This is an optimization exercise on Yosys and OpenROAD, whose aim is small area, a short achievable clock period and few clock cycles per item, not a production implementation. The RTL was checked by simulation tests, not by an equivalence proof against the original design. The clock port is modelled as an ideal driver; clocking choices that lean on that would not hold on a real chip. Power is estimated from default activity; no workload was simulated.

## red
==> module lpc_encoder, before the edit <==
module lpc_encoder
(
	input wire ACLK,
	input wire ARESET_N,
	input wire[15:0] TDATA,
	input wire TVALID,
	input wire TLAST,
	input wire TUSER,
	output wire TREADY,
	output wire OUT_VALID,
	output wire OUT_LAST,
	output wire OUT_USER,
	output wire [79:0] OUT_DATA,
	input wire OUT_READY
);
	reg [63:0] data_reg;
	reg [7:0]  pv_reg;
	reg [7:0]  ph_reg;
	reg        user_reg, last_reg;
	reg [1:0]  cnt_reg;            
	reg        valid_reg;
	wire       acc   = TVALID & OUT_READY;
	wire       first = TUSER | (cnt_reg == 2'd0);
	wire       done  = ~TUSER & (cnt_reg == 2'd3);
	wire [7:0] hi    = TDATA[15:8];
	wire [7:0] lo    = TDATA[7:0];
	always @(posedge ACLK or negedge ARESET_N) begin
		if (~ARESET_N) begin
			cnt_reg   <= 2'd0;
			valid_reg <= 1'b0;
		end else begin
			if (acc)
				cnt_reg <= first ? 2'd1 : cnt_reg + 2'd1;
			valid_reg <= (acc & done) | (valid_reg & ~OUT_READY);
		end
	end
	always @(posedge ACLK) begin
		if (acc) begin
			data_reg <= {lo, hi, data_reg[63:16]};
			pv_reg   <= {^lo, ^hi, pv_reg[7:2]};
			ph_reg   <= (first ? 8'd0 : ph_reg) ^ hi ^ lo;
			user_reg <= first ? TUSER : user_reg;
			last_reg <= (first ? 1'b0 : last_reg) | TLAST;
		end
	end
	assign TREADY    = OUT_READY;
	assign OUT_VALID = valid_reg;
	assign OUT_DATA  = {ph_reg, pv_reg, data_reg};
	assign OUT_USER  = user_reg;
	assign OUT_LAST  = last_reg;
endmodule
Settings: LEC_CHECK=0, CAP_MARGIN=20, CORE_MARGIN=2, CORE_UTILIZATION=70, SETUP_SLACK_MARGIN=2.8, SLEW_MARGIN=20; clock period 5.0 ns.
standard.sh (not shown) runs the stock make flow with config.mk's settings and CLKGATE_MAP_FILE= SYNTH_SCRIPT=/design/flow/synth_recipe.tcl, a recipe that flattens the netlist after the stock synthesis.
==> flow/flow/run.sh <==
#!/bin/bash
set -euo pipefail
export BUFFER_PORTS_ARGS="-buffer_cell sky130_fd_sc_hd__buf_1"
export CTS_ARGS="-sink_clustering_enable -repair_clock_nets -dont_use_dummy_load -buf_list sky130_fd_sc_hd__clkbuf_4"
export POST_CTS_TCL="$PWD/flow/post_cts.tcl"
bash standard.sh > standard_flow.log 2>&1
==> flow/flow/post_cts.tcl <==
# Upsize the leaf clock buffers that drive many clock pins, so that the clock
# slew at every flip-flop stays low with the small clock buffers.
set block [ord::get_db_block]
foreach inst [$block getInsts] {
  if {[[$inst getMaster] getName] ne "sky130_fd_sc_hd__clkbuf_4"} { continue }
  set sinks 0
  foreach it [$inst getITerms] {
    if {[$it isOutputSignal] && [$it getNet] ne "NULL"} {
      set sinks [expr {[llength [[$it getNet] getITerms]] - 1}]
    }
  }
  if {$sinks >= 12} {
    puts "post_cts: [$inst getName] drives $sinks pins, upsized"
    replace_cell [$inst getName] sky130_fd_sc_hd__clkbuf_8
  }
}
detailed_placement
check_placement -verbose
Testbench counts of red, summed over its fixed seeds: cycles 12,808, items 3,200.
Relative to red, the following input files were edited for blue:
--- a/flow/design.v
+++ b/flow/design.v
@@ -18,9 +18,9 @@
 	reg [7:0]  ph_reg;
 	reg        user_reg, last_reg;
-	reg [1:0]  cnt_reg;            
+	reg [1:0]  cnt_reg;
 	reg        valid_reg;
 	wire       acc   = TVALID & OUT_READY;
-	wire       first = TUSER | (cnt_reg == 2'd0);
-	wire       done  = ~TUSER & (cnt_reg == 2'd3);
+	wire [1:0] slot  = TUSER ? 2'd0 : cnt_reg;
+	wire       first = (slot == 2'd0);
 	wire [7:0] hi    = TDATA[15:8];
 	wire [7:0] lo    = TDATA[7:0];
@@ -31,12 +31,16 @@
 		end else begin
 			if (acc)
-				cnt_reg <= first ? 2'd1 : cnt_reg + 2'd1;
-			valid_reg <= (acc & done) | (valid_reg & ~OUT_READY);
+				cnt_reg <= slot + 2'd1;
+			valid_reg <= (acc & (slot == 2'd3)) | (valid_reg & ~OUT_READY);
 		end
 	end
 	always @(posedge ACLK) begin
 		if (acc) begin
-			data_reg <= {lo, hi, data_reg[63:16]};
-			pv_reg   <= {^lo, ^hi, pv_reg[7:2]};
+			case (slot)
+				2'd0: begin data_reg[15:0]  <= {lo, hi}; pv_reg[1:0] <= {^lo, ^hi}; end
+				2'd1: begin data_reg[31:16] <= {lo, hi}; pv_reg[3:2] <= {^lo, ^hi}; end
+				2'd2: begin data_reg[47:32] <= {lo, hi}; pv_reg[5:4] <= {^lo, ^hi}; end
+				2'd3: begin data_reg[63:48] <= {lo, hi}; pv_reg[7:6] <= {^lo, ^hi}; end
+			endcase
 			ph_reg   <= (first ? 8'd0 : ph_reg) ^ hi ^ lo;
 			user_reg <= first ? TUSER : user_reg;
[summary]
- From red to blue the numbers moved as follows: cell area shows an increase of about 0.35%; final core utilization lost 0.32 points; area added between synthesis and finish went down by 1.4 points.
- No run among red and blue stopped early or left any final violation; all are clean.
- red and blue ended up with roughly the same sum of internal, switching and leakage power.
- Diff red -> blue: transition at the pin with the smallest max-transition slack +0.073 ns, mean cell area of the mapped netlist -about 2%, met3 routed wirelength +8.6%.
- blue leaves more setup margin than red.
- Clock group share of total power: blue vs red up 0.3 points
- Across both runs, power density over the cells was lower for blue than for red.
- blue vs red on average detailed-routed wire length per instance: blue is the higher one.
- | fraction of the cycle the final worst path needs | lower: blue |
Testbench counts of blue, summed over its fixed seeds: cycles 12,808, items 3,200.

port drivers added, routing unchanged:
How much do the figures lean on ideal ports? The routed layouts below were timed once more, with nothing changed but the port constraints. Step 1 assumes that a clkbuf_16 drives the clock port and a buf_2 every other input. Step 2 also shifts input and output timing later by t, the mid clock arrival at the registers, as if the neighbouring blocks saw the same clock. Slacks: no drivers / after step 1 / after step 2; pairs: no drivers / after step 1.
| run | t (ns) | setup WS [ns] | latest minus earliest clock arrival (ns) | slew at the worst register clock pin (ns) |
|---|---|---|---|---|
| red | 0.409 | 2.777 / 2.727 / 2.544 | 0.035 / 0.035 | 0.11 / 0.11 |
| blue | 0.420 | 2.793 / 2.753 / 2.556 | 0.033 / 0.033 | 0.11 / 0.11 |
After both steps setup and hold are still met in every run listed. The setup slack of blue, which loses most, moves by -0.040 ns with the drivers and by -0.237 ns with both steps.
